This is an optimization exercise on Yosys and OpenROAD, whose aim is small area, not a production implementation. In this exercise RTL edits were held to simulation tests only and were not proved equivalent to the original. No driver is modelled on the clock port, so clock power and skew are understated where the tree is cut down; a real chip needs a root buffer or a tree. Power is estimated from default activity; no workload was simulated.

==> flow/design.v <==
module Top_Level2(
	CLK,
	rst,
	ps2_clk,
	Data,
	out
);
input wire	CLK;
input wire	rst;
input wire	ps2_clk;
input wire	Data;
output wire	out;
reg	[2:0] kclk_s;
reg	[1:0] kdat_s;
always @(posedge CLK)
begin
	kdat_s <= {kdat_s[0], Data};
	kclk_s[2] <= kclk_s[1];
	if (rst)
		kclk_s[1:0] <= 2'b11;
	else
		kclk_s[1:0] <= {kclk_s[0], ps2_clk};
end
wire	kclk_fall = kclk_s[2] & ~kclk_s[1];
reg	[3:0] count;
reg	[8:1] inter;
reg	prev_f0;	 
reg	trigger;
wire	stop = count[3] & count[1];
always @(posedge CLK)
begin
	if (rst)
	begin
		count <= 4'd0;
		inter <= 8'd0;
		prev_f0 <= 1'b0;
		trigger <= 1'b0;
	end
	else if (kclk_fall)
	begin
		if (stop)
		begin
			count <= 4'd0;
			trigger <= prev_f0;
			prev_f0 <= (inter == 8'hF0);
		end
		else
		begin
			count <= count + 4'd1;
			if (~count[3] & (count[2:0] == 3'd1)) inter[1] <= kdat_s[1];
			if (~count[3] & (count[2:0] == 3'd2)) inter[2] <= kdat_s[1];
			if (~count[3] & (count[2:0] == 3'd3)) inter[3] <= kdat_s[1];
			if (~count[3] & (count[2:0] == 3'd4)) inter[4] <= kdat_s[1];
			if (~count[3] & (count[2:0] == 3'd5)) inter[5] <= kdat_s[1];
			if (~count[3] & (count[2:0] == 3'd6)) inter[6] <= kdat_s[1];
			if (~count[3] & (count[2:0] == 3'd7)) inter[7] <= kdat_s[1];
			if (count[3] & ~count[0]) inter[8] <= kdat_s[1];
		end
	end
end
wire	[7:0] code = trigger ? 8'd0 : inter;
reg	[14:0] y;
always @(*)
	case (code)
	28: y = 22727; 27: y = 21452; 35: y = 20248; 43: y = 19111;
	52: y = 18038; 51: y = 17026; 59: y = 16071; 66: y = 15169;
	75: y = 14317; 76: y = 13513; 82: y = 12755; 90: y = 12039;
	21: y = 23393; 29: y = 22080; 36: y = 20841; 45: y = 19671;
	44: y = 18567; 53: y = 17525; 60: y = 16543; 67: y = 15613;
	68: y = 14737; 77: y = 13910; 84: y = 13129; 91: y = 12392;
	18: y = 22080; 26: y = 20841; 34: y = 19671; 33: y = 18567;
	42: y = 17525; 50: y = 16542; 49: y = 15613; 58: y = 14736;
	65: y = 13910; 73: y = 13129; 74: y = 12391; 89: y = 11697;
	default: y = 0;
	endcase
reg	[15:0] a;
reg	[15:0] b;
wire	a_ge_2y = (a >= {y, 1'b0});
wire	b_gt_2y = (b > {y, 1'b0});
wire	a_le_y = (a <= {1'b0, y});
always @(posedge CLK)
begin
	if (rst | a_ge_2y)
		a <= 16'd0;
	else
		a <= a + 16'd1;
	if (rst | b_gt_2y)
		b <= 16'd0;
	else
		b <= b + 16'd1;
end
assign	out = a_le_y ? a_ge_2y : ~b_gt_2y;
endmodule
==> flow/flow/run.sh <==
#!/bin/bash
set -euo pipefail
R=orfs/results/${FLOW_PLATFORM}/Top_Level2/base
bash standard.sh synth > synth_std.log 2>&1
cp $R/1_2_yosys.v std.v
cp $FLOW_HOME/platforms/${FLOW_PLATFORM}/lib/sky130_fd_sc_hd__tt_025C_1v80.lib lib.lib
yosys -s flow/p1.ys > p1.log 2>&1
python3 flow/search.py lib.lib 1 60 ${NUM_CORES:-4} > search.log 2>&1
yosys -s flow/p2.ys > p2.log 2>&1
yosys -s flow/equiv.ys > equiv.log 2>&1
cp new.v $R/1_2_yosys.v
export BUFFER_PORTS_ARGS="-buffer_cell sky130_fd_sc_hd__buf_1"
bash standard.sh POST_CTS_TCL=$PWD/flow/post_cts.tcl finish > layout.log 2>&1
rm -f lib.lib
==> flow/flow/dont_use.txt <==
sky130_fd_sc_hd__probe_p_8 sky130_fd_sc_hd__probec_p_8 sky130_fd_sc_hd__lpflow_bleeder_1 sky130_fd_sc_hd__lpflow_clkbufkapwr_1 sky130_fd_sc_hd__lpflow_clkbufkapwr_16 sky130_fd_sc_hd__lpflow_clkbufkapwr_2 sky130_fd_sc_hd__lpflow_clkbufkapwr_4 sky130_fd_sc_hd__lpflow_clkbufkapwr_8 sky130_fd_sc_hd__lpflow_clkinvkapwr_1 sky130_fd_sc_hd__lpflow_clkinvkapwr_16 sky130_fd_sc_hd__lpflow_clkinvkapwr_2 sky130_fd_sc_hd__lpflow_clkinvkapwr_4 sky130_fd_sc_hd__lpflow_clkinvkapwr_8 sky130_fd_sc_hd__lpflow_decapkapwr_12 sky130_fd_sc_hd__lpflow_decapkapwr_3 sky130_fd_sc_hd__lpflow_decapkapwr_4 sky130_fd_sc_hd__lpflow_decapkapwr_6 sky130_fd_sc_hd__lpflow_decapkapwr_8 sky130_fd_sc_hd__lpflow_inputiso0n_1 sky130_fd_sc_hd__lpflow_inputiso0p_1 sky130_fd_sc_hd__lpflow_inputiso1n_1 sky130_fd_sc_hd__lpflow_inputiso1p_1 sky130_fd_sc_hd__lpflow_inputisolatch_1 sky130_fd_sc_hd__lpflow_isobufsrc_1 sky130_fd_sc_hd__lpflow_isobufsrc_16 sky130_fd_sc_hd__lpflow_isobufsrc_2 sky130_fd_sc_hd__lpflow_isobufsrc_4 sky130_fd_sc_hd__lpflow_isobufsrc_8 sky130_fd_sc_hd__lpflow_isobufsrckapwr_16 sky130_fd_sc_hd__lpflow_lsbuf_lh_hl_isowell_tap_1 sky130_fd_sc_hd__lpflow_lsbuf_lh_hl_isowell_tap_2 sky130_fd_sc_hd__lpflow_lsbuf_lh_hl_isowell_tap_4 sky130_fd_sc_hd__lpflow_lsbuf_lh_isowell_4 sky130_fd_sc_hd__lpflow_lsbuf_lh_isowell_tap_1 sky130_fd_sc_hd__lpflow_lsbuf_lh_isowell_tap_2 sky130_fd_sc_hd__lpflow_lsbuf_lh_isowell_tap_4 
==> flow/flow/dump.abc <==
strash
write_blif raw.blif
==> flow/flow/equiv.ys <==
# Check that the re-mapped netlist does what the standard netlist does
# (registers are matched by name).
read_liberty -ignore_miss_func lib.lib
read_verilog std.v
rename Top_Level2 gold
read_verilog new.v
rename Top_Level2 gate
hierarchy -check
flatten
opt_clean
equiv_make gold gate equiv
hierarchy -top equiv
equiv_simple -seq 1
equiv_induct
equiv_status -assert
==> flow/flow/load.abc <==
read_blif best.blif
==> flow/flow/p1.ys <==
# Pass 1: the standard synthesis's netlist, with flip-flops and tie cells as
# black boxes; ABC only writes out the combinational logic between them.
read_liberty -ignore_miss_func lib.lib
blackbox sky130_fd_sc_hd__df* sky130_fd_sc_hd__sdf* sky130_fd_sc_hd__edf* sky130_fd_sc_hd__dl* sky130_fd_sc_hd__conb*
read_verilog std.v
hierarchy -top Top_Level2
flatten
opt -purge
stat -liberty lib.lib
abc -liberty lib.lib -script flow/dump.abc
==> flow/flow/p2.ys <==
# Pass 2: the same extraction, with ABC returning the searched netlist
# (best.blif); registers keep their instance names and cell types.
read_liberty -ignore_miss_func lib.lib
blackbox sky130_fd_sc_hd__df* sky130_fd_sc_hd__sdf* sky130_fd_sc_hd__edf* sky130_fd_sc_hd__dl* sky130_fd_sc_hd__conb*
read_verilog std.v
hierarchy -top Top_Level2
flatten
opt -purge
abc -liberty lib.lib -script flow/load.abc
opt_clean -purge
hilomap -singleton -hicell sky130_fd_sc_hd__conb_1 HI -locell sky130_fd_sc_hd__conb_1 LO
splitnets
opt_clean -purge
stat -liberty lib.lib
write_verilog -noattr -nohex -nodec new.v
==> flow/flow/post_cts.tcl <==
set block [ord::get_db_block]
set clk_net [$block findNet CLK]
set root ""
set n 0
foreach it [$clk_net getITerms] { set root [$it getInst]; incr n }
if { $n == 1 && [string match "*clkbuf*" [[$root getMaster] getName]] } {
  set root_out [[$root findITerm X] getNet]
  set leaves {}
  set others 0
  foreach it [$root_out getITerms] {
    set l [$it getInst]
    if { $l == $root || [string match "clkload*" [$l getName]] } { continue }
    if { [string match "*clkbuf*" [[$l getMaster] getName]] && [$it isInputSignal] } {
      lappend leaves $l
    } else {
      incr others
    }
  }
  if { $others == 0 && [llength $leaves] >= 1 && [llength $leaves] <= 4 } {
    foreach it [$root_out getITerms] {
      set l [$it getInst]
      if { [string match "clkload*" [$l getName]] } { odb::dbInst_destroy $l }
    }
    foreach l $leaves {
      set it [$l findITerm A]
      $it disconnect
      $it connect $clk_net
      foreach lit [[[$l findITerm X] getNet] getITerms] {
        if { [string match "clkload*" [[$lit getInst] getName]] } {
          odb::dbInst_destroy [$lit getInst]
        }
      }
    }
    odb::dbInst_destroy $root
    odb::dbNet_destroy $root_out
    # with 4 leaves, hand the smallest leaf's registers to the nearest of
    # the others and move each remaining leaf to the middle of its registers
    if { [llength $leaves] == 4 } {
      set small ""
      set nsmall 1000000
      foreach l $leaves {
        set k [expr {[llength [[[$l findITerm X] getNet] getITerms]] - 1}]
        if { $k < $nsmall } { set small $l; set nsmall $k }
      }
      set rest {}
      foreach l $leaves { if { $l != $small } { lappend rest $l } }
      set small_out [[$small findITerm X] getNet]
      foreach it [$small_out getITerms] {
        if { [$it getInst] == $small } { continue }
        set xy [[$it getInst] getLocation]
        set best ""
        set bd 1e18
        foreach l $rest {
          set lxy [$l getLocation]
          set d [expr {abs([lindex $xy 0] - [lindex $lxy 0]) + abs([lindex $xy 1] - [lindex $lxy 1])}]
          if { $d < $bd } { set bd $d; set best $l }
        }
        $it disconnect
        $it connect [[$best findITerm X] getNet]
      }
      odb::dbInst_destroy $small
      odb::dbNet_destroy $small_out
      set leaves $rest
      foreach l $leaves {
        set sx 0
        set sy 0
        set n 0
        foreach it [[[$l findITerm X] getNet] getITerms] {
          if { [$it getInst] == $l } { continue }
          set xy [[$it getInst] getLocation]
          set sx [expr {$sx + [lindex $xy 0]}]
          set sy [expr {$sy + [lindex $xy 1]}]
          incr n
        }
        $l setLocation [expr {$sx / $n}] [expr {$sy / $n}]
      }
      puts "post_cts: merged the smallest leaf into the other [llength $leaves]"
    }
    puts "post_cts: removed the root buffer; [llength $leaves] leaf buffers on the clock port"
    foreach l $leaves {
      set name [$l getName]
      set pins [get_pins -of_objects [get_nets -of_objects [get_pins $name/X]] -filter "direction == input"]
      foreach c {clkbuf_4 clkbuf_8 clkbuf_16} {
        replace_cell $name sky130_fd_sc_hd__$c
        estimate_parasitics -placement
        set mx 0
        foreach p $pins {
          set s [get_property $p slew_max]
          if { $s > $mx } { set mx $s }
        }
        if { $mx < 0.115 } { break }
      }
      puts "post_cts: $name -> $c ([llength $pins] sinks, slew $mx)"
    }
    detailed_placement
    check_placement -verbose
    estimate_parasitics -placement
    report_clock_skew
  }
}
==> flow/flow/search.py <==
#!/usr/bin/env python3
"""Area search over ABC resynthesis of the combinational logic.

Reads raw.blif (the standard synthesis's combinational logic, written by
p1.ys), runs rounds of parallel ABC jobs (deepsyn or eslim with different
seeds, then area mapping) starting from the best netlists so far, and writes
best.blif.
usage: search.py LIB ROUNDS SECONDS JOBS [REMAPS [SEED_OFFSET [deepsyn|eslim]]]
Each ABC run's output goes to abc_R_S.log in the current folder.
"""
import glob, os, re, subprocess, sys
from concurrent.futures import ThreadPoolExecutor

lib, rounds, secs, jobs = sys.argv[1], int(sys.argv[2]), int(sys.argv[3]), int(sys.argv[4])
remaps = int(sys.argv[5]) if len(sys.argv) > 5 else 8
offset = int(sys.argv[6]) if len(sys.argv) > 6 else 0
# resynthesis engine: ABC's &deepsyn (default) or &eslim (SAT-based local improvement)
engine = sys.argv[7] if len(sys.argv) > 7 else "deepsyn"
dont_use = open(os.path.join(os.path.dirname(__file__), "dont_use.txt")).read().split()
readlib = "read_lib " + " ".join("-X " + c for c in dont_use) + " -w " + lib

MAP = "&get -n; &dch -f; &nf -R 1000; &put"

def run(src, dst, script, log, remaps=0):
    """Run script on src, then remap the result remaps times; every mapped
    netlist is written out, and the smallest is copied to dst. Returns its area."""
    cmd = f"{readlib}; read_blif {src}; {script}; print_stats; write_blif {dst}.0"
    for i in range(1, remaps + 1):
        cmd += f"; strash; {MAP}; print_stats; write_blif {dst}.{i}"
    out = subprocess.run(["yosys-abc", "-c", cmd], capture_output=True, text=True).stdout
    open(log, "w").write(out)
    areas = [float(x) for x in re.findall(r"area =\s*([0-9.]+)", out)]
    best = None
    for i, a in enumerate(areas):
        if os.path.exists(f"{dst}.{i}") and (best is None or a < areas[best]):
            best = i
    if best is None:
        return float("inf")
    subprocess.run(["cp", f"{dst}.{best}", dst], check=True)
    return areas[best]

# plain area mapping of the input as a fallback
a = run("raw.blif", "cand_0_0.blif", "strash; dch -f; map -a", "abc_0_0.log")
pool = [(a, "cand_0_0.blif")]
print(f"start: {a}", flush=True)
# netlists kept from earlier runs of this search (flow/seed*.blif) join the
# pool if ABC proves them equivalent to this run's logic
for seed in sorted(glob.glob(os.path.join(os.path.dirname(__file__), "seed*.blif"))):
    out = subprocess.run(["yosys-abc", "-c", f"{readlib}; read_blif {seed}; print_stats; cec raw.blif"],
                         capture_output=True, text=True).stdout
    m = re.findall(r"area =\s*([0-9.]+)", out)
    ok = "Networks are equivalent" in out and m
    print(f"seed {os.path.basename(seed)}: " + (f"equivalent, {m[-1]}" if ok else "not used"), flush=True)
    if ok:
        dst = "cand_seed_" + os.path.basename(seed)
        subprocess.run(["cp", seed, dst], check=True)
        pool.append((float(m[-1]), dst))
pool.sort()
for r in range(1, rounds + 1):
    # half the jobs start from the best netlist so far, the rest from the
    # next best ones, so that the search does not stall in one optimum
    srcs = [pool[0][1] if s % 2 == 1 or len(pool) == 1 else pool[min(s // 2, len(pool) - 1)][1]
            for s in range(1, jobs + 1)]
    def job(s):
        dst = f"cand_{r}_{s}.blif"
        if engine == "eslim":
            script = f"strash; &get -n; &eslim -T {secs} -D 30 -Z {s + r * jobs + offset} -V 0; {MAP}"
        else:
            script = f"strash; &get -n; &deepsyn -T {secs} -S {(s + r * jobs + offset) % 101}; {MAP}"
        return run(srcs[s - 1], dst, script, f"abc_{r}_{s}.log", remaps), dst
    with ThreadPoolExecutor(jobs) as ex:
        res = list(ex.map(job, range(1, jobs + 1)))
    print(f"round {r}: " + " ".join(f"{x:.1f}" for x, _ in res), flush=True)
    pool = sorted(pool + [x for x in res if x[0] < float("inf")])[:jobs]
best_area, best = pool[0]
print(f"best: {best} {best_area}", flush=True)
subprocess.run(["cp", best, "best.blif"], check=True)
==> flow/flow/seed1.blif <==
.model netlist
.inputs ys__n29 ys__n57 ys__n64 ys__n90 ys__n118 ys__n142 ys__n160 ys__n176 \
 ys__n182 ys__n209 ys__n214 ys__n253 ys__n286 ys__n331 ys__n364 ys__n375 \
 ys__n395 ys__n422 ys__n431 ys__n436 ys__n445 ys__n519 ys__n521 ys__n549 \
 ys__n555 ys__n569 ys__n590 ys__n636 ys__n637 ys__n703 ys__n710 ys__n718 \
 ys__n743 ys__n769 ys__n795 ys__n803 ys__n842 ys__n844 ys__n872 ys__n884 \
 ys__n1034 ys__n1061 ys__n1063 ys__n1104 ys__n1233 ys__n1294 ys__n1325 \
 ys__n1384 ys__n1434 ys__n1442 ys__n1475 ys__n1596
.outputs ys__n284 ys__n386 ys__n528 ys__n595 ys__n655 ys__n713 ys__n750 \
 ys__n821 ys__n868 ys__n906 ys__n931 ys__n962 ys__n1008 ys__n1017 ys__n1039 \
 ys__n1098 ys__n1100 ys__n1137 ys__n1164 ys__n1188 ys__n1245 ys__n1276 \
 ys__n1284 ys__n1300 ys__n1307 ys__n1342 ys__n1354 ys__n1370 ys__n1385 \
 ys__n1388 ys__n1418 ys__n1435 ys__n1446 ys__n1460 ys__n1470 ys__n1484 \
 ys__n1495 ys__n1519 ys__n1533 ys__n1545 ys__n1561 ys__n1569 ys__n1571 \
 ys__n1575 ys__n1592 ys__n1608 ys__n1626 ys__n1631 ys__n1635
.gate sky130_fd_sc_hd__clkinv_1        A=ys__n286 Y=new_n102
.gate sky130_fd_sc_hd__clkinv_1        A=ys__n519 Y=new_n103
.gate sky130_fd_sc_hd__clkinv_1        A=ys__n1063 Y=new_n104
.gate sky130_fd_sc_hd__clkinv_1        A=ys__n1475 Y=new_n105
.gate sky130_fd_sc_hd__clkinv_1        A=ys__n1596 Y=new_n106
.gate sky130_fd_sc_hd__nor2_1          A=ys__n436 B=ys__n1063 Y=new_n107
.gate sky130_fd_sc_hd__nor3_1          A=ys__n436 B=ys__n519 C=ys__n1063 Y=new_n108
.gate sky130_fd_sc_hd__a2111o_1        A1=ys__n436 A2=ys__n1063 B1=new_n108 C1=ys__n549 D1=ys__n182 X=new_n109
.gate sky130_fd_sc_hd__nand2_1         A=ys__n286 B=ys__n436 Y=new_n110
.gate sky130_fd_sc_hd__nand2_1         A=new_n102 B=ys__n519 Y=new_n111
.gate sky130_fd_sc_hd__nand2_1         A=new_n110 B=new_n111 Y=new_n112
.gate sky130_fd_sc_hd__nor2b_1         A=ys__n286 B_N=ys__n436 Y=new_n113
.gate sky130_fd_sc_hd__o21ai_0         A1=ys__n160 A2=new_n113 B1=new_n112 Y=new_n114
.gate sky130_fd_sc_hd__nand2_1         A=ys__n1233 B=new_n114 Y=new_n115
.gate sky130_fd_sc_hd__nor3_1          A=ys__n176 B=new_n109 C=new_n115 Y=new_n116
.gate sky130_fd_sc_hd__nor2_1          A=ys__n1233 B=new_n109 Y=new_n117
.gate sky130_fd_sc_hd__nand2_1         A=ys__n286 B=new_n107 Y=new_n118
.gate sky130_fd_sc_hd__nand3_1         A=ys__n176 B=new_n117 C=new_n118 Y=new_n119
.gate sky130_fd_sc_hd__nand2_1         A=ys__n286 B=ys__n519 Y=new_n120
.gate sky130_fd_sc_hd__xnor2_1         A=ys__n1063 B=new_n120 Y=new_n121
.gate sky130_fd_sc_hd__nor2_1          A=ys__n160 B=new_n121 Y=new_n122
.gate sky130_fd_sc_hd__nor2_1          A=new_n119 B=new_n122 Y=new_n123
.gate sky130_fd_sc_hd__o21ai_0         A1=ys__n286 A2=new_n104 B1=new_n103 Y=new_n124
.gate sky130_fd_sc_hd__nand2_1         A=ys__n160 B=new_n117 Y=new_n125
.gate sky130_fd_sc_hd__nor3_1          A=ys__n176 B=new_n107 C=new_n125 Y=new_n126
.gate sky130_fd_sc_hd__clkinv_1        A=new_n126 Y=new_n127
.gate sky130_fd_sc_hd__a211oi_1        A1=ys__n160 A2=new_n124 B1=new_n115 C1=ys__n176 Y=new_n128
.gate sky130_fd_sc_hd__nand2_1         A=ys__n519 B=ys__n1063 Y=new_n129
.gate sky130_fd_sc_hd__o22ai_1         A1=new_n126 A2=new_n128 B1=new_n129 B2=ys__n286 Y=new_n130
.gate sky130_fd_sc_hd__nor2_1          A=ys__n286 B=ys__n1063 Y=new_n131
.gate sky130_fd_sc_hd__nor3_1          A=ys__n286 B=ys__n519 C=ys__n1063 Y=new_n132
.gate sky130_fd_sc_hd__a31oi_1         A1=ys__n176 A2=ys__n519 A3=ys__n1063 B1=new_n132 Y=new_n133
.gate sky130_fd_sc_hd__o21ai_0         A1=ys__n1233 A2=new_n133 B1=new_n130 Y=new_n134
.gate sky130_fd_sc_hd__o21ai_0         A1=new_n124 A2=new_n127 B1=new_n134 Y=new_n135
.gate sky130_fd_sc_hd__nor2_1          A=new_n109 B=new_n135 Y=new_n136
.gate sky130_fd_sc_hd__o21ai_0         A1=ys__n160 A2=new_n124 B1=new_n136 Y=new_n137
.gate sky130_fd_sc_hd__clkinv_1        A=new_n137 Y=new_n138
.gate sky130_fd_sc_hd__nand2_1         A=ys__n286 B=new_n138 Y=new_n139
.gate sky130_fd_sc_hd__a21boi_0        A1=ys__n160 A2=new_n129 B1_N=new_n116 Y=new_n140
.gate sky130_fd_sc_hd__nand3_1         A=ys__n286 B=ys__n436 C=new_n126 Y=new_n141
.gate sky130_fd_sc_hd__nor2_1          A=new_n102 B=new_n104 Y=new_n142
.gate sky130_fd_sc_hd__nor2_1          A=new_n103 B=new_n114 Y=new_n143
.gate sky130_fd_sc_hd__o21a_1          A1=new_n142 A2=new_n143 B1=new_n129 X=new_n144
.gate sky130_fd_sc_hd__a21oi_1         A1=new_n119 A2=new_n141 B1=new_n144 Y=new_n145
.gate sky130_fd_sc_hd__a21o_1          A1=new_n119 A2=new_n141 B1=new_n144 X=new_n146
.gate sky130_fd_sc_hd__a21oi_1         A1=ys__n160 A2=new_n146 B1=new_n140 Y=new_n147
.gate sky130_fd_sc_hd__a211o_1         A1=ys__n160 A2=new_n140 B1=new_n147 C1=ys__n436 X=new_n148
.gate sky130_fd_sc_hd__a21boi_0        A1=new_n139 A2=new_n148 B1_N=new_n123 Y=new_n149
.gate sky130_fd_sc_hd__nor2_1          A=new_n116 B=new_n149 Y=new_n150
.gate sky130_fd_sc_hd__o21ai_0         A1=ys__n286 A2=ys__n1063 B1=ys__n160 Y=new_n151
.gate sky130_fd_sc_hd__a22o_1          A1=new_n112 A2=new_n116 B1=new_n123 B2=new_n151 X=new_n152
.gate sky130_fd_sc_hd__a31oi_1         A1=ys__n519 A2=ys__n1063 A3=new_n150 B1=new_n137 Y=new_n153
.gate sky130_fd_sc_hd__o32a_1          A1=new_n109 A2=new_n135 A3=new_n153 B1=new_n152 B2=new_n145 X=new_n154
.gate sky130_fd_sc_hd__a21oi_1         A1=new_n136 A2=new_n142 B1=new_n154 Y=new_n155
.gate sky130_fd_sc_hd__a21o_1          A1=ys__n519 A2=new_n104 B1=ys__n286 X=new_n156
.gate sky130_fd_sc_hd__nand3_1         A=new_n120 B=new_n126 C=new_n156 Y=new_n157
.gate sky130_fd_sc_hd__o211ai_1        A1=ys__n160 A2=new_n146 B1=new_n150 C1=new_n157 Y=new_n158
.gate sky130_fd_sc_hd__nand2_1         A=new_n155 B=new_n158 Y=new_n159
.gate sky130_fd_sc_hd__o21ai_0         A1=ys__n286 A2=ys__n519 B1=ys__n176 Y=new_n160
.gate sky130_fd_sc_hd__nand4_1         A=new_n120 B=new_n155 C=new_n158 D=new_n160 Y=new_n161
.gate sky130_fd_sc_hd__nor2_1          A=new_n140 B=new_n161 Y=new_n162
.gate sky130_fd_sc_hd__a21oi_1         A1=new_n111 A2=new_n126 B1=new_n140 Y=new_n163
.gate sky130_fd_sc_hd__o22ai_1         A1=new_n140 A2=new_n161 B1=new_n163 B2=new_n131 Y=new_n164
.gate sky130_fd_sc_hd__a21oi_1         A1=new_n153 A2=new_n159 B1=new_n152 Y=new_n165
.gate sky130_fd_sc_hd__clkinv_1        A=new_n165 Y=new_n166
.gate sky130_fd_sc_hd__a22o_1          A1=ys__n286 A2=new_n148 B1=new_n159 B2=new_n139 X=new_n167
.gate sky130_fd_sc_hd__a21oi_1         A1=new_n166 A2=new_n167 B1=new_n164 Y=new_n168
.gate sky130_fd_sc_hd__nand2_1         A=new_n146 B=new_n168 Y=new_n169
.gate sky130_fd_sc_hd__nand2_1         A=new_n150 B=new_n169 Y=new_n170
.gate sky130_fd_sc_hd__nand2_1         A=ys__n395 B=new_n170 Y=new_n171
.gate sky130_fd_sc_hd__o21ai_0         A1=ys__n160 A2=new_n142 B1=new_n151 Y=new_n172
.gate sky130_fd_sc_hd__nor2_1          A=new_n155 B=new_n172 Y=new_n173
.gate sky130_fd_sc_hd__nor2_1          A=new_n162 B=new_n173 Y=new_n174
.gate sky130_fd_sc_hd__nand2_1         A=new_n140 B=new_n156 Y=new_n175
.gate sky130_fd_sc_hd__o211ai_1        A1=ys__n519 A2=new_n174 B1=new_n175 C1=new_n158 Y=new_n176
.gate sky130_fd_sc_hd__nand2_1         A=ys__n1061 B=new_n176 Y=new_n177
.gate sky130_fd_sc_hd__nor2_1          A=ys__n1294 B=new_n137 Y=new_n178
.gate sky130_fd_sc_hd__a21oi_1         A1=new_n116 A2=new_n135 B1=new_n173 Y=new_n179
.gate sky130_fd_sc_hd__mux2_1          A0=new_n116 A1=new_n179 S=new_n161 X=new_n180
.gate sky130_fd_sc_hd__nand2_1         A=ys__n636 B=new_n180 Y=new_n181
.gate sky130_fd_sc_hd__nor2_1          A=ys__n519 B=new_n119 Y=new_n182
.gate sky130_fd_sc_hd__nand2_1         A=ys__n160 B=new_n182 Y=new_n183
.gate sky130_fd_sc_hd__a221o_1         A1=ys__n1233 A2=new_n142 B1=new_n150 B2=new_n183 C1=new_n138 X=new_n184
.gate sky130_fd_sc_hd__o21ai_0         A1=new_n129 A2=new_n155 B1=new_n184 Y=new_n185
.gate sky130_fd_sc_hd__o21ai_0         A1=ys__n436 A2=new_n159 B1=new_n185 Y=new_n186
.gate sky130_fd_sc_hd__o21ai_0         A1=new_n159 A2=new_n185 B1=new_n186 Y=new_n187
.gate sky130_fd_sc_hd__o21ai_0         A1=new_n152 A2=new_n176 B1=new_n187 Y=new_n188
.gate sky130_fd_sc_hd__nor2_1          A=ys__n743 B=new_n188 Y=new_n189
.gate sky130_fd_sc_hd__nor2_1          A=new_n132 B=new_n146 Y=new_n190
.gate sky130_fd_sc_hd__a21oi_1         A1=new_n159 A2=new_n190 B1=new_n185 Y=new_n191
.gate sky130_fd_sc_hd__nor2_1          A=ys__n1063 B=new_n191 Y=new_n192
.gate sky130_fd_sc_hd__nor2b_1         A=new_n135 B_N=new_n152 Y=new_n193
.gate sky130_fd_sc_hd__nor2_1          A=new_n135 B=new_n150 Y=new_n194
.gate sky130_fd_sc_hd__nor2_1          A=new_n152 B=new_n194 Y=new_n195
.gate sky130_fd_sc_hd__a21oi_1         A1=new_n174 A2=new_n195 B1=new_n193 Y=new_n196
.gate sky130_fd_sc_hd__nor2_1          A=new_n192 B=new_n196 Y=new_n197
.gate sky130_fd_sc_hd__o21ai_0         A1=ys__n431 A2=ys__n445 B1=new_n197 Y=new_n198
.gate sky130_fd_sc_hd__nand2_1         A=new_n116 B=new_n129 Y=new_n199
.gate sky130_fd_sc_hd__nand2_1         A=ys__n160 B=ys__n1063 Y=new_n200
.gate sky130_fd_sc_hd__a22o_1          A1=new_n146 A2=new_n199 B1=new_n200 B2=new_n155 X=new_n201
.gate sky130_fd_sc_hd__a22oi_1         A1=ys__n431 A2=ys__n445 B1=ys__n844 B2=new_n201 Y=new_n202
.gate sky130_fd_sc_hd__o22ai_1         A1=ys__n803 A2=new_n155 B1=new_n201 B2=ys__n844 Y=new_n203
.gate sky130_fd_sc_hd__a21oi_1         A1=new_n198 A2=new_n202 B1=new_n203 Y=new_n204
.gate sky130_fd_sc_hd__a21oi_1         A1=ys__n803 A2=new_n155 B1=new_n204 Y=new_n205
.gate sky130_fd_sc_hd__nor2_1          A=new_n189 B=new_n205 Y=new_n206
.gate sky130_fd_sc_hd__a21oi_1         A1=ys__n286 A2=new_n152 B1=new_n184 Y=new_n207
.gate sky130_fd_sc_hd__a21oi_1         A1=new_n152 A2=new_n184 B1=new_n207 Y=new_n208
.gate sky130_fd_sc_hd__a221oi_1        A1=ys__n743 A2=new_n188 B1=new_n208 B2=ys__n703 C1=new_n206 Y=new_n209
.gate sky130_fd_sc_hd__o22ai_1         A1=ys__n636 A2=new_n180 B1=new_n208 B2=ys__n703 Y=new_n210
.gate sky130_fd_sc_hd__o21ai_0         A1=new_n209 A2=new_n210 B1=new_n181 Y=new_n211
.gate sky130_fd_sc_hd__o21ai_0         A1=ys__n521 A2=new_n168 B1=new_n211 Y=new_n212
.gate sky130_fd_sc_hd__a22oi_1         A1=ys__n521 A2=new_n168 B1=new_n191 B2=ys__n1325 Y=new_n213
.gate sky130_fd_sc_hd__o22ai_1         A1=ys__n795 A2=new_n167 B1=new_n191 B2=ys__n1325 Y=new_n214
.gate sky130_fd_sc_hd__a21oi_1         A1=new_n212 A2=new_n213 B1=new_n214 Y=new_n215
.gate sky130_fd_sc_hd__a21oi_1         A1=ys__n795 A2=new_n167 B1=new_n215 Y=new_n216
.gate sky130_fd_sc_hd__a31oi_1         A1=new_n104 A2=new_n116 A3=new_n135 B1=new_n166 Y=new_n217
.gate sky130_fd_sc_hd__a22oi_1         A1=ys__n1294 A2=new_n137 B1=new_n217 B2=ys__n884 Y=new_n218
.gate sky130_fd_sc_hd__o21ai_0         A1=new_n178 A2=new_n216 B1=new_n218 Y=new_n219
.gate sky130_fd_sc_hd__o21ai_0         A1=ys__n884 A2=new_n217 B1=new_n219 Y=new_n220
.gate sky130_fd_sc_hd__nor3_1          A=new_n140 B=new_n149 C=new_n164 Y=new_n221
.gate sky130_fd_sc_hd__o22ai_1         A1=ys__n1061 A2=new_n176 B1=new_n221 B2=ys__n769 Y=new_n222
.gate sky130_fd_sc_hd__a21oi_1         A1=new_n177 A2=new_n220 B1=new_n222 Y=new_n223
.gate sky130_fd_sc_hd__a221oi_1        A1=ys__n569 A2=new_n150 B1=new_n221 B2=ys__n769 C1=new_n223 Y=new_n224
.gate sky130_fd_sc_hd__o22ai_1         A1=ys__n569 A2=new_n150 B1=new_n170 B2=ys__n395 Y=new_n225
.gate sky130_fd_sc_hd__o21ai_0         A1=new_n224 A2=new_n225 B1=new_n171 Y=new_n226
.gate sky130_fd_sc_hd__nand2_1         A=ys__n118 B=new_n191 Y=new_n227
.gate sky130_fd_sc_hd__o211ai_1        A1=ys__n90 A2=new_n201 B1=new_n197 C1=ys__n872 Y=new_n228
.gate sky130_fd_sc_hd__a22oi_1         A1=ys__n57 A2=new_n155 B1=new_n201 B2=ys__n90 Y=new_n229
.gate sky130_fd_sc_hd__nand2_1         A=new_n228 B=new_n229 Y=new_n230
.gate sky130_fd_sc_hd__o221ai_1        A1=ys__n57 A2=new_n155 B1=new_n188 B2=ys__n209 C1=new_n230 Y=new_n231
.gate sky130_fd_sc_hd__a22oi_1         A1=ys__n209 A2=new_n188 B1=new_n208 B2=ys__n422 Y=new_n232
.gate sky130_fd_sc_hd__o22ai_1         A1=ys__n29 A2=new_n180 B1=new_n208 B2=ys__n422 Y=new_n233
.gate sky130_fd_sc_hd__a21oi_1         A1=new_n231 A2=new_n232 B1=new_n233 Y=new_n234
.gate sky130_fd_sc_hd__a221oi_1        A1=ys__n64 A2=new_n168 B1=new_n180 B2=ys__n29 C1=new_n234 Y=new_n235
.gate sky130_fd_sc_hd__o22ai_1         A1=ys__n64 A2=new_n168 B1=new_n191 B2=ys__n118 Y=new_n236
.gate sky130_fd_sc_hd__o21ai_0         A1=new_n235 A2=new_n236 B1=new_n227 Y=new_n237
.gate sky130_fd_sc_hd__maj3_1          A=ys__n142 B=new_n167 C=new_n237 X=new_n238
.gate sky130_fd_sc_hd__a21oi_1         A1=ys__n214 A2=new_n137 B1=new_n238 Y=new_n239
.gate sky130_fd_sc_hd__o22ai_1         A1=ys__n214 A2=new_n137 B1=new_n217 B2=ys__n253 Y=new_n240
.gate sky130_fd_sc_hd__a22oi_1         A1=ys__n331 A2=new_n176 B1=new_n217 B2=ys__n253 Y=new_n241
.gate sky130_fd_sc_hd__o21ai_0         A1=new_n239 A2=new_n240 B1=new_n241 Y=new_n242
.gate sky130_fd_sc_hd__o221ai_1        A1=ys__n331 A2=new_n176 B1=new_n221 B2=ys__n375 C1=new_n242 Y=new_n243
.gate sky130_fd_sc_hd__nor2_1          A=ys__n590 B=ys__n637 Y=new_n244
.gate sky130_fd_sc_hd__o21ai_0         A1=new_n116 A2=new_n149 B1=new_n244 Y=new_n245
.gate sky130_fd_sc_hd__o21ai_0         A1=ys__n637 A2=new_n170 B1=new_n245 Y=new_n246
.gate sky130_fd_sc_hd__a22oi_1         A1=ys__n555 A2=ys__n590 B1=new_n221 B2=ys__n375 Y=new_n247
.gate sky130_fd_sc_hd__a31oi_1         A1=new_n243 A2=new_n246 A3=new_n247 B1=new_n226 Y=new_n248
.gate sky130_fd_sc_hd__nor3_1          A=ys__n375 B=ys__n555 C=new_n242 Y=new_n249
.gate sky130_fd_sc_hd__a21oi_1         A1=new_n244 A2=new_n249 B1=new_n248 Y=new_n250
.gate sky130_fd_sc_hd__o21ai_0         A1=ys__n555 A2=new_n150 B1=new_n170 Y=new_n251
.gate sky130_fd_sc_hd__a21oi_1         A1=new_n244 A2=new_n251 B1=new_n250 Y=ys__n284
.gate sky130_fd_sc_hd__nand2_1         A=ys__n29 B=new_n208 Y=new_n253
.gate sky130_fd_sc_hd__nand2_1         A=ys__n422 B=new_n188 Y=new_n254
.gate sky130_fd_sc_hd__a211oi_1        A1=ys__n57 A2=new_n201 B1=new_n197 C1=ys__n90 Y=new_n255
.gate sky130_fd_sc_hd__o22ai_1         A1=ys__n209 A2=new_n155 B1=new_n201 B2=ys__n57 Y=new_n256
.gate sky130_fd_sc_hd__nand2_1         A=ys__n209 B=new_n155 Y=new_n257
.gate sky130_fd_sc_hd__o21ai_0         A1=new_n255 A2=new_n256 B1=new_n257 Y=new_n258
.gate sky130_fd_sc_hd__o21ai_0         A1=ys__n422 A2=new_n188 B1=new_n258 Y=new_n259
.gate sky130_fd_sc_hd__o22ai_1         A1=ys__n64 A2=new_n180 B1=new_n208 B2=ys__n29 Y=new_n260
.gate sky130_fd_sc_hd__a31oi_1         A1=new_n253 A2=new_n254 A3=new_n259 B1=new_n260 Y=new_n261
.gate sky130_fd_sc_hd__a221oi_1        A1=ys__n118 A2=new_n168 B1=new_n180 B2=ys__n64 C1=new_n261 Y=new_n262
.gate sky130_fd_sc_hd__o22ai_1         A1=ys__n118 A2=new_n168 B1=new_n191 B2=ys__n142 Y=new_n263
.gate sky130_fd_sc_hd__a22oi_1         A1=ys__n214 A2=new_n167 B1=new_n191 B2=ys__n142 Y=new_n264
.gate sky130_fd_sc_hd__o21ai_0         A1=new_n262 A2=new_n263 B1=new_n264 Y=new_n265
.gate sky130_fd_sc_hd__o22a_1          A1=ys__n253 A2=new_n137 B1=new_n167 B2=ys__n214 X=new_n266
.gate sky130_fd_sc_hd__a222oi_1        A1=ys__n253 A2=new_n137 B1=new_n265 B2=new_n266 C1=new_n217 C2=ys__n331 Y=new_n267
.gate sky130_fd_sc_hd__o22ai_1         A1=ys__n375 A2=new_n176 B1=new_n217 B2=ys__n331 Y=new_n268
.gate sky130_fd_sc_hd__a22oi_1         A1=ys__n375 A2=new_n176 B1=new_n221 B2=ys__n555 Y=new_n269
.gate sky130_fd_sc_hd__o21ai_0         A1=new_n267 A2=new_n268 B1=new_n269 Y=new_n270
.gate sky130_fd_sc_hd__o21ai_0         A1=ys__n555 A2=new_n221 B1=new_n270 Y=new_n271
.gate sky130_fd_sc_hd__or3_1           A=ys__n590 B=new_n116 C=new_n149 X=new_n272
.gate sky130_fd_sc_hd__a21oi_1         A1=ys__n637 A2=new_n272 B1=ys__n364 Y=new_n273
.gate sky130_fd_sc_hd__o21ai_0         A1=new_n246 A2=new_n271 B1=new_n273 Y=new_n274
.gate sky130_fd_sc_hd__nor2_1          A=ys__n872 B=new_n274 Y=ys__n386
.gate sky130_fd_sc_hd__or2_0           A=ys__n364 B=new_n226 X=new_n276
.gate sky130_fd_sc_hd__and3_1          A=ys__n431 B=ys__n445 C=ys__n844 X=new_n277
.gate sky130_fd_sc_hd__and3_1          A=ys__n743 B=ys__n803 C=new_n277 X=new_n278
.gate sky130_fd_sc_hd__and3_1          A=ys__n636 B=ys__n703 C=new_n278 X=new_n279
.gate sky130_fd_sc_hd__xnor2_1         A=ys__n521 B=new_n279 Y=new_n280
.gate sky130_fd_sc_hd__nor2_1          A=new_n276 B=new_n280 Y=ys__n528
.gate sky130_fd_sc_hd__nor2b_1         A=ys__n1104 B_N=ys__n1034 Y=new_n282
.gate sky130_fd_sc_hd__and2_0          A=ys__n718 B=new_n282 X=new_n283
.gate sky130_fd_sc_hd__nor2_1          A=ys__n710 B=ys__n1475 Y=new_n284
.gate sky130_fd_sc_hd__nand3_1         A=ys__n842 B=new_n283 C=new_n284 Y=new_n285
.gate sky130_fd_sc_hd__nand2b_1        A_N=ys__n364 B=ys__n1442 Y=new_n286
.gate sky130_fd_sc_hd__nand3b_1        A_N=ys__n364 B=new_n285 C=ys__n160 Y=new_n287
.gate sky130_fd_sc_hd__o21ai_0         A1=new_n285 A2=new_n286 B1=new_n287 Y=ys__n595
.gate sky130_fd_sc_hd__a21oi_1         A1=ys__n703 A2=new_n278 B1=ys__n636 Y=new_n289
.gate sky130_fd_sc_hd__nor3_1          A=new_n276 B=new_n279 C=new_n289 Y=ys__n655
.gate sky130_fd_sc_hd__xnor2_1         A=ys__n703 B=new_n278 Y=new_n291
.gate sky130_fd_sc_hd__nor2_1          A=new_n276 B=new_n291 Y=ys__n713
.gate sky130_fd_sc_hd__a21oi_1         A1=ys__n803 A2=new_n277 B1=ys__n743 Y=new_n293
.gate sky130_fd_sc_hd__nor3_1          A=new_n276 B=new_n278 C=new_n293 Y=ys__n750
.gate sky130_fd_sc_hd__xnor2_1         A=ys__n803 B=new_n277 Y=new_n295
.gate sky130_fd_sc_hd__nor2_1          A=new_n276 B=new_n295 Y=ys__n821
.gate sky130_fd_sc_hd__a21oi_1         A1=ys__n431 A2=ys__n445 B1=ys__n844 Y=new_n297
.gate sky130_fd_sc_hd__nor3_1          A=new_n276 B=new_n277 C=new_n297 Y=ys__n868
.gate sky130_fd_sc_hd__xnor2_1         A=ys__n90 B=ys__n872 Y=new_n299
.gate sky130_fd_sc_hd__nor2_1          A=new_n274 B=new_n299 Y=ys__n906
.gate sky130_fd_sc_hd__a21oi_1         A1=ys__n90 A2=ys__n872 B1=ys__n57 Y=new_n301
.gate sky130_fd_sc_hd__and3_1          A=ys__n57 B=ys__n90 C=ys__n872 X=new_n302
.gate sky130_fd_sc_hd__nor3_1          A=new_n274 B=new_n301 C=new_n302 Y=ys__n931
.gate sky130_fd_sc_hd__xnor2_1         A=ys__n209 B=new_n302 Y=new_n304
.gate sky130_fd_sc_hd__nor2_1          A=new_n274 B=new_n304 Y=ys__n962
.gate sky130_fd_sc_hd__a21oi_1         A1=ys__n209 A2=new_n302 B1=ys__n422 Y=new_n306
.gate sky130_fd_sc_hd__and3_1          A=ys__n209 B=ys__n422 C=new_n302 X=new_n307
.gate sky130_fd_sc_hd__nor3_1          A=new_n274 B=new_n306 C=new_n307 Y=ys__n1008
.gate sky130_fd_sc_hd__and3_1          A=ys__n521 B=ys__n1325 C=new_n279 X=new_n309
.gate sky130_fd_sc_hd__and3_1          A=ys__n795 B=ys__n1294 C=new_n309 X=new_n310
.gate sky130_fd_sc_hd__and3_1          A=ys__n884 B=ys__n1061 C=new_n310 X=new_n311
.gate sky130_fd_sc_hd__and2_0          A=ys__n769 B=new_n311 X=new_n312
.gate sky130_fd_sc_hd__a21oi_1         A1=ys__n569 A2=new_n312 B1=ys__n395 Y=new_n313
.gate sky130_fd_sc_hd__nor2_1          A=new_n276 B=new_n313 Y=ys__n1017
.gate sky130_fd_sc_hd__xnor2_1         A=ys__n29 B=new_n307 Y=new_n315
.gate sky130_fd_sc_hd__nor2_1          A=new_n274 B=new_n315 Y=ys__n1039
.gate sky130_fd_sc_hd__nand3_1         A=ys__n710 B=ys__n1475 C=new_n282 Y=new_n317
.gate sky130_fd_sc_hd__nor2_1          A=new_n106 B=new_n317 Y=new_n318
.gate sky130_fd_sc_hd__a21oi_1         A1=ys__n549 A2=new_n317 B1=new_n318 Y=new_n319
.gate sky130_fd_sc_hd__nor2_1          A=ys__n364 B=new_n319 Y=ys__n1098
.gate sky130_fd_sc_hd__a21oi_1         A1=ys__n29 A2=new_n307 B1=ys__n64 Y=new_n321
.gate sky130_fd_sc_hd__and3_1          A=ys__n29 B=ys__n64 C=new_n307 X=new_n322
.gate sky130_fd_sc_hd__nor3_1          A=new_n274 B=new_n321 C=new_n322 Y=ys__n1100
.gate sky130_fd_sc_hd__xnor2_1         A=ys__n118 B=new_n322 Y=new_n324
.gate sky130_fd_sc_hd__nor2_1          A=new_n274 B=new_n324 Y=ys__n1137
.gate sky130_fd_sc_hd__nand2b_1        A_N=ys__n364 B=new_n317 Y=new_n326
.gate sky130_fd_sc_hd__nor2b_1         A=ys__n1475 B_N=ys__n710 Y=new_n327
.gate sky130_fd_sc_hd__nand3_1         A=ys__n842 B=new_n283 C=new_n327 Y=new_n328
.gate sky130_fd_sc_hd__a21oi_1         A1=new_n105 A2=new_n328 B1=new_n326 Y=ys__n1164
.gate sky130_fd_sc_hd__a21oi_1         A1=ys__n118 A2=new_n322 B1=ys__n142 Y=new_n330
.gate sky130_fd_sc_hd__and3_1          A=ys__n118 B=ys__n142 C=new_n322 X=new_n331
.gate sky130_fd_sc_hd__nor3_1          A=new_n274 B=new_n330 C=new_n331 Y=ys__n1188
.gate sky130_fd_sc_hd__xnor2_1         A=ys__n214 B=new_n331 Y=new_n333
.gate sky130_fd_sc_hd__nor2_1          A=new_n274 B=new_n333 Y=ys__n1245
.gate sky130_fd_sc_hd__nor2b_1         A=ys__n718 B_N=new_n282 Y=new_n335
.gate sky130_fd_sc_hd__nand2_1         A=new_n327 B=new_n335 Y=new_n336
.gate sky130_fd_sc_hd__o21ai_0         A1=ys__n842 A2=new_n336 B1=ys__n1063 Y=new_n337
.gate sky130_fd_sc_hd__o32ai_1         A1=ys__n842 A2=new_n286 A3=new_n336 B1=new_n337 B2=ys__n364 Y=ys__n1276
.gate sky130_fd_sc_hd__and3_1          A=ys__n214 B=ys__n253 C=new_n331 X=new_n339
.gate sky130_fd_sc_hd__a21oi_1         A1=ys__n214 A2=new_n331 B1=ys__n253 Y=new_n340
.gate sky130_fd_sc_hd__nor3_1          A=new_n274 B=new_n339 C=new_n340 Y=ys__n1284
.gate sky130_fd_sc_hd__nand3b_1        A_N=ys__n842 B=new_n283 C=new_n327 Y=new_n342
.gate sky130_fd_sc_hd__nand3b_1        A_N=ys__n364 B=ys__n436 C=new_n342 Y=new_n343
.gate sky130_fd_sc_hd__o21ai_0         A1=new_n286 A2=new_n342 B1=new_n343 Y=ys__n1300
.gate sky130_fd_sc_hd__nand3_1         A=ys__n842 B=new_n284 C=new_n335 Y=new_n345
.gate sky130_fd_sc_hd__nand3b_1        A_N=ys__n364 B=new_n345 C=ys__n286 Y=new_n346
.gate sky130_fd_sc_hd__o21ai_0         A1=new_n286 A2=new_n345 B1=new_n346 Y=ys__n1307
.gate sky130_fd_sc_hd__nor2_1          A=ys__n331 B=new_n339 Y=new_n348
.gate sky130_fd_sc_hd__and2_0          A=ys__n331 B=new_n339 X=new_n349
.gate sky130_fd_sc_hd__nor3_1          A=new_n274 B=new_n348 C=new_n349 Y=ys__n1342
.gate sky130_fd_sc_hd__xnor2_1         A=ys__n375 B=new_n349 Y=new_n351
.gate sky130_fd_sc_hd__nor2_1          A=new_n274 B=new_n351 Y=ys__n1354
.gate sky130_fd_sc_hd__a21oi_1         A1=ys__n375 A2=new_n349 B1=ys__n555 Y=new_n353
.gate sky130_fd_sc_hd__and3_1          A=ys__n375 B=ys__n555 C=new_n349 X=new_n354
.gate sky130_fd_sc_hd__nor3_1          A=new_n274 B=new_n353 C=new_n354 Y=ys__n1370
.gate sky130_fd_sc_hd__or2_0           A=ys__n364 B=ys__n1384 X=ys__n1385
.gate sky130_fd_sc_hd__a21oi_1         A1=ys__n590 A2=new_n354 B1=new_n274 Y=new_n357
.gate sky130_fd_sc_hd__o21a_1          A1=ys__n590 A2=new_n354 B1=new_n357 X=ys__n1388
.gate sky130_fd_sc_hd__a21oi_1         A1=ys__n521 A2=new_n279 B1=ys__n1325 Y=new_n359
.gate sky130_fd_sc_hd__nor3_1          A=new_n276 B=new_n309 C=new_n359 Y=ys__n1418
.gate sky130_fd_sc_hd__or2_0           A=ys__n364 B=ys__n1434 X=ys__n1435
.gate sky130_fd_sc_hd__xnor2_1         A=ys__n795 B=new_n309 Y=new_n362
.gate sky130_fd_sc_hd__nor2_1          A=new_n276 B=new_n362 Y=ys__n1446
.gate sky130_fd_sc_hd__a21oi_1         A1=ys__n795 A2=new_n309 B1=ys__n1294 Y=new_n364
.gate sky130_fd_sc_hd__nor3_1          A=new_n276 B=new_n310 C=new_n364 Y=ys__n1460
.gate sky130_fd_sc_hd__xnor2_1         A=ys__n884 B=new_n310 Y=new_n366
.gate sky130_fd_sc_hd__nor2_1          A=new_n276 B=new_n366 Y=ys__n1470
.gate sky130_fd_sc_hd__a21oi_1         A1=ys__n884 A2=new_n310 B1=ys__n1061 Y=new_n368
.gate sky130_fd_sc_hd__nor3_1          A=new_n276 B=new_n311 C=new_n368 Y=ys__n1484
.gate sky130_fd_sc_hd__nor2_1          A=ys__n769 B=new_n311 Y=new_n370
.gate sky130_fd_sc_hd__nor3_1          A=new_n276 B=new_n312 C=new_n370 Y=ys__n1495
.gate sky130_fd_sc_hd__xnor2_1         A=ys__n569 B=new_n312 Y=new_n372
.gate sky130_fd_sc_hd__nor2_1          A=new_n276 B=new_n372 Y=ys__n1519
.gate sky130_fd_sc_hd__nor2_1          A=ys__n718 B=new_n282 Y=new_n374
.gate sky130_fd_sc_hd__nor3_1          A=new_n283 B=new_n326 C=new_n374 Y=ys__n1533
.gate sky130_fd_sc_hd__a21oi_1         A1=ys__n710 A2=new_n283 B1=new_n326 Y=new_n376
.gate sky130_fd_sc_hd__o21a_1          A1=ys__n710 A2=new_n283 B1=new_n376 X=ys__n1545
.gate sky130_fd_sc_hd__nand2_1         A=ys__n842 B=new_n376 Y=new_n378
.gate sky130_fd_sc_hd__o21ai_0         A1=ys__n364 A2=new_n342 B1=new_n378 Y=ys__n1561
.gate sky130_fd_sc_hd__nor2_1          A=ys__n431 B=new_n276 Y=ys__n1569
.gate sky130_fd_sc_hd__xnor2_1         A=ys__n431 B=ys__n445 Y=new_n381
.gate sky130_fd_sc_hd__nor2_1          A=new_n276 B=new_n381 Y=ys__n1571
.gate sky130_fd_sc_hd__a21oi_1         A1=ys__n590 A2=new_n354 B1=ys__n637 Y=new_n383
.gate sky130_fd_sc_hd__nor2_1          A=new_n274 B=new_n383 Y=ys__n1575
.gate sky130_fd_sc_hd__nand2_1         A=ys__n1475 B=new_n335 Y=new_n385
.gate sky130_fd_sc_hd__nor2b_1         A=ys__n364 B_N=ys__n182 Y=new_n386
.gate sky130_fd_sc_hd__o21ai_0         A1=ys__n710 A2=new_n385 B1=new_n386 Y=new_n387
.gate sky130_fd_sc_hd__o31ai_1         A1=ys__n710 A2=new_n286 A3=new_n385 B1=new_n387 Y=ys__n1608
.gate sky130_fd_sc_hd__nor2_1          A=new_n172 B=new_n317 Y=new_n389
.gate sky130_fd_sc_hd__nand4_1         A=new_n108 B=new_n135 C=ys__n1608 D=new_n389 Y=new_n390
.gate sky130_fd_sc_hd__o21ai_0         A1=new_n106 A2=new_n326 B1=new_n390 Y=ys__n1592
.gate sky130_fd_sc_hd__mux2i_1         A0=ys__n1442 A1=ys__n1233 S=new_n328 Y=new_n392
.gate sky130_fd_sc_hd__nor2_1          A=ys__n364 B=new_n392 Y=ys__n1626
.gate sky130_fd_sc_hd__nand3b_1        A_N=ys__n842 B=new_n283 C=new_n284 Y=new_n394
.gate sky130_fd_sc_hd__nand3b_1        A_N=ys__n364 B=ys__n519 C=new_n394 Y=new_n395
.gate sky130_fd_sc_hd__o21ai_0         A1=new_n286 A2=new_n394 B1=new_n395 Y=ys__n1631
.gate sky130_fd_sc_hd__nand3_1         A=ys__n842 B=new_n327 C=new_n335 Y=new_n397
.gate sky130_fd_sc_hd__nand3b_1        A_N=ys__n364 B=new_n397 C=ys__n176 Y=new_n398
.gate sky130_fd_sc_hd__o21ai_0         A1=new_n286 A2=new_n397 B1=new_n398 Y=ys__n1635
.end
==> flow/standard.sh <==
#!/bin/bash
# synth_recipe.tcl (not shown) runs the flow's synth.tcl, then flattens the netlist and writes it again
# the make line also repeats each setting of config.mk as NAME=value (left out here)
make -C /OpenROAD-flow-scripts/flow DESIGN_CONFIG=/design/flow/config.mk WORK_HOME=/design/flow/orfs CLKGATE_MAP_FILE= SYNTH_SCRIPT=/design/flow/synth_recipe.tcl "${@:-finish}"
==> flow/config.mk <==
export PLATFORM = sky130hd
export DESIGN_NAME = Top_Level2
export DESIGN_NICKNAME = Top_Level2
export VERILOG_FILES = /design/flow/design.v
export SDC_FILE = /design/flow/constraint.sdc
export NUM_CORES = 4
export LEC_CHECK = 0
export CAP_MARGIN = 20
export CORE_MARGIN = 2
export CORE_UTILIZATION = 40
export CTS_CLUSTER_DIAMETER = 500
export CTS_CLUSTER_SIZE = 100
export GPL_TIMING_DRIVEN = 0
export PLACE_DENSITY = 0.6
export SLEW_MARGIN = 20
==> flow/constraint.sdc <==
create_clock -name core_clock -period 10.0 [get_ports {CLK}]
set_input_delay 2.0000 -clock core_clock [delete_from_list [all_inputs] [get_ports {CLK}]]
set_output_delay 2.0000 -clock core_clock [all_outputs]
set_load 0.01 [all_outputs]
==> results.txt <==
Syn Inst Count=349; vias after detailed routing=2626; wl on met1=3160 um; Psw=0.0822 mW; Reg clk slew, reported paths=0.08 ns; DR WL/cell=14.2 um; Final Hold Fails=0; # DRC=0; synthesized area per cell=7.67 um2; final period demand of the worst path=9.20 ns; DR vias/cell=6.01; Final Max Slew Viols=0; RSZ-0062 raised after global routing=no; Relative slew margins=0.392; TNS Setup=0 ns; drt first pass iters=5; Layout area overhead=9.07%; Worst Path Class, Setup=reg -> out; CP Data Required Time=8.00 ns; # rows=29; Tightest Pin Transition=0.912 ns; Met2 Routed Length=2690 um; Routed Antenna Nets=0; share of post-route cells with drive strength above 1=0.0472; first-pass GRT wire length=10800 um; antenna diode instance count=0; # clock sinks=51; met3 WL=272 um; crit path launch=inter[3]; initial antenna violation count=0; max-cap violation count=0; # IOs=5; Seq pwr share=0.619; worst path arrival time=7.20 ns; Final GP Congestion=0.874; Initial DRC Count=167; CORE AREA=6420 um2; most frequent cells in the layout=49 x dfxtp_1, 46 x nor2_1, 37 x a21oi_1; Switching Fraction=0.238; Synth Net Count=353; Post-Layout Cell Count=437; Final Routed Wirelength=6210 um; Tot GR Track Use=0.175; status=finished clean; PD cells=118 nW/um2; cell seen most often among critical-path stages=a21oi_1; hold path start=kdat_s[0]; Fmax achieved=109 MHz; pin count of the biggest net entering global routing=23; Critical Path Fanout Max=11; Worst-Skew Late Latency=0.15 ns; layout net count=366; Top Metal Used=met4; internal power=0.264 mW; clock skew=0.00839 ns; Worst setup EP type=output pin; Die ar.=7360 um2; worst vdd ir=0.0989 mV; critical path launch point type=register; leading cell type in the layout, fill and taps excluded=dfxtp_1; die width=85.8 um; clock power share=0.248; Leak=0.937 nW; Mapped Area=2680 um2; placed cells=430; vias in the first global route=2395; Hold Path Class=reg -> reg; reg-to-reg startpoint=inter[3]; max incr delay on CP=0.53 ns; Initial Util=0.417; Final Setup Violations=0; Port Buffers=4; Comb pwr share=0.133; CP max stage cell=dfxtp_1; Detail Placement HPWL=4310 um; Yosys warnings=1; Die Ht=85.8 um; Final period util=0.920; GRT overflow=0
-- final cells by class --
cell class | instances | area (um2)
inverters | 8 | 30.0
well taps | 77 | 96.3
multi-input cells | 290 | 1670
clock buffers | 3 | 52.6
fillers | 649 | 3500
flip-flops and latches | 51 | 1020
repair buffers | 8 | 45.0
-- per-layer routing --
metal,global-route usage,vias up
li1,-,1331
met1,0.244,1210
met2,0.285,77
met3,0.0250,8
met4,0.0491,0
met5,0,-
-- path summary, 6_finish.rpt --
check	to	slack, ns	cells past startpoint
hold reg to reg	kdat_s[1]	0.34	0
setup / recovery	out	0.80	38
setup reg to reg	b[8]	2.29	36
hold / removal	kdat_s[1]	0.34	0
-- worst max-delay path, delay by kind of cell, from the launching register on --
family          cells  cell delay [ns]
compound gates     24             4.17
buf+inv             3             0.45
simple gates       11             1.90
flops               1             0.53
-- power groups by stage --
stage / Clock, mW / Combinational, mW / Sequential, mW
6_report: 0.0858 / 0.0460 / 0.214
5_1_grt: 0.0946 / 0.0562 / 0.215
3_5_place_dp: 0 / 0.0450 / 0.219
3_3_place_gp: 0 / 0.0446 / 0.218
2_1_floorplan: 0 / 0.0359 / 0.217
-- stage by stage --
stage	util	total power, mW	area, um2	hold WS [ns]	worst slack [ns]
global placement	0.434	0.263	2790	0.315	-0.749
detailed placement	0.435	0.264	2790	0.319	-0.854
finish	0.455	0.346	2920	0.337	0.804
global route	0.455	0.366	2920	0.352	0.0311
floorplan	-	0.253	2680	0.310	1.28
-- sequential cells by signal, summed over array words and instances (netlist names) --
register	flops
inter	8
trigger	1
a	16
kdat_s	2
prev_f0	1
kclk_s	3
count	4
b	16

## separate check: timing with driven ports
Ports are ideal in the flow. The routed layout listed here was re-timed in OpenROAD.
Step 1 (the two cells are an assumption about what drives the block):
set clk [get_ports {CLK}]
set_driving_cell -lib_cell sky130_fd_sc_hd__clkbuf_16 $clk
set_driving_cell -lib_cell sky130_fd_sc_hd__buf_2 [delete_from_list [all_inputs] $clk]
Step 2 also shifts input and output timing later by t, the mid clock arrival at the registers, as if the neighbouring blocks saw the same clock.
Slacks: ideal ports / drivers / drivers and shift; pairs: ideal ports / drivers.
t (ns): 0.201
slack for setup (ns): 0.804 / 0.751 / 0.952
worst register clock-pin slew, ns: 0.09 / 0.09
pins driven straight from the clock port: 3
After both steps this run still meets setup and hold. For this run, drivers alone change the setup slack by -0.053 ns; drivers and shift together by +0.148 ns.
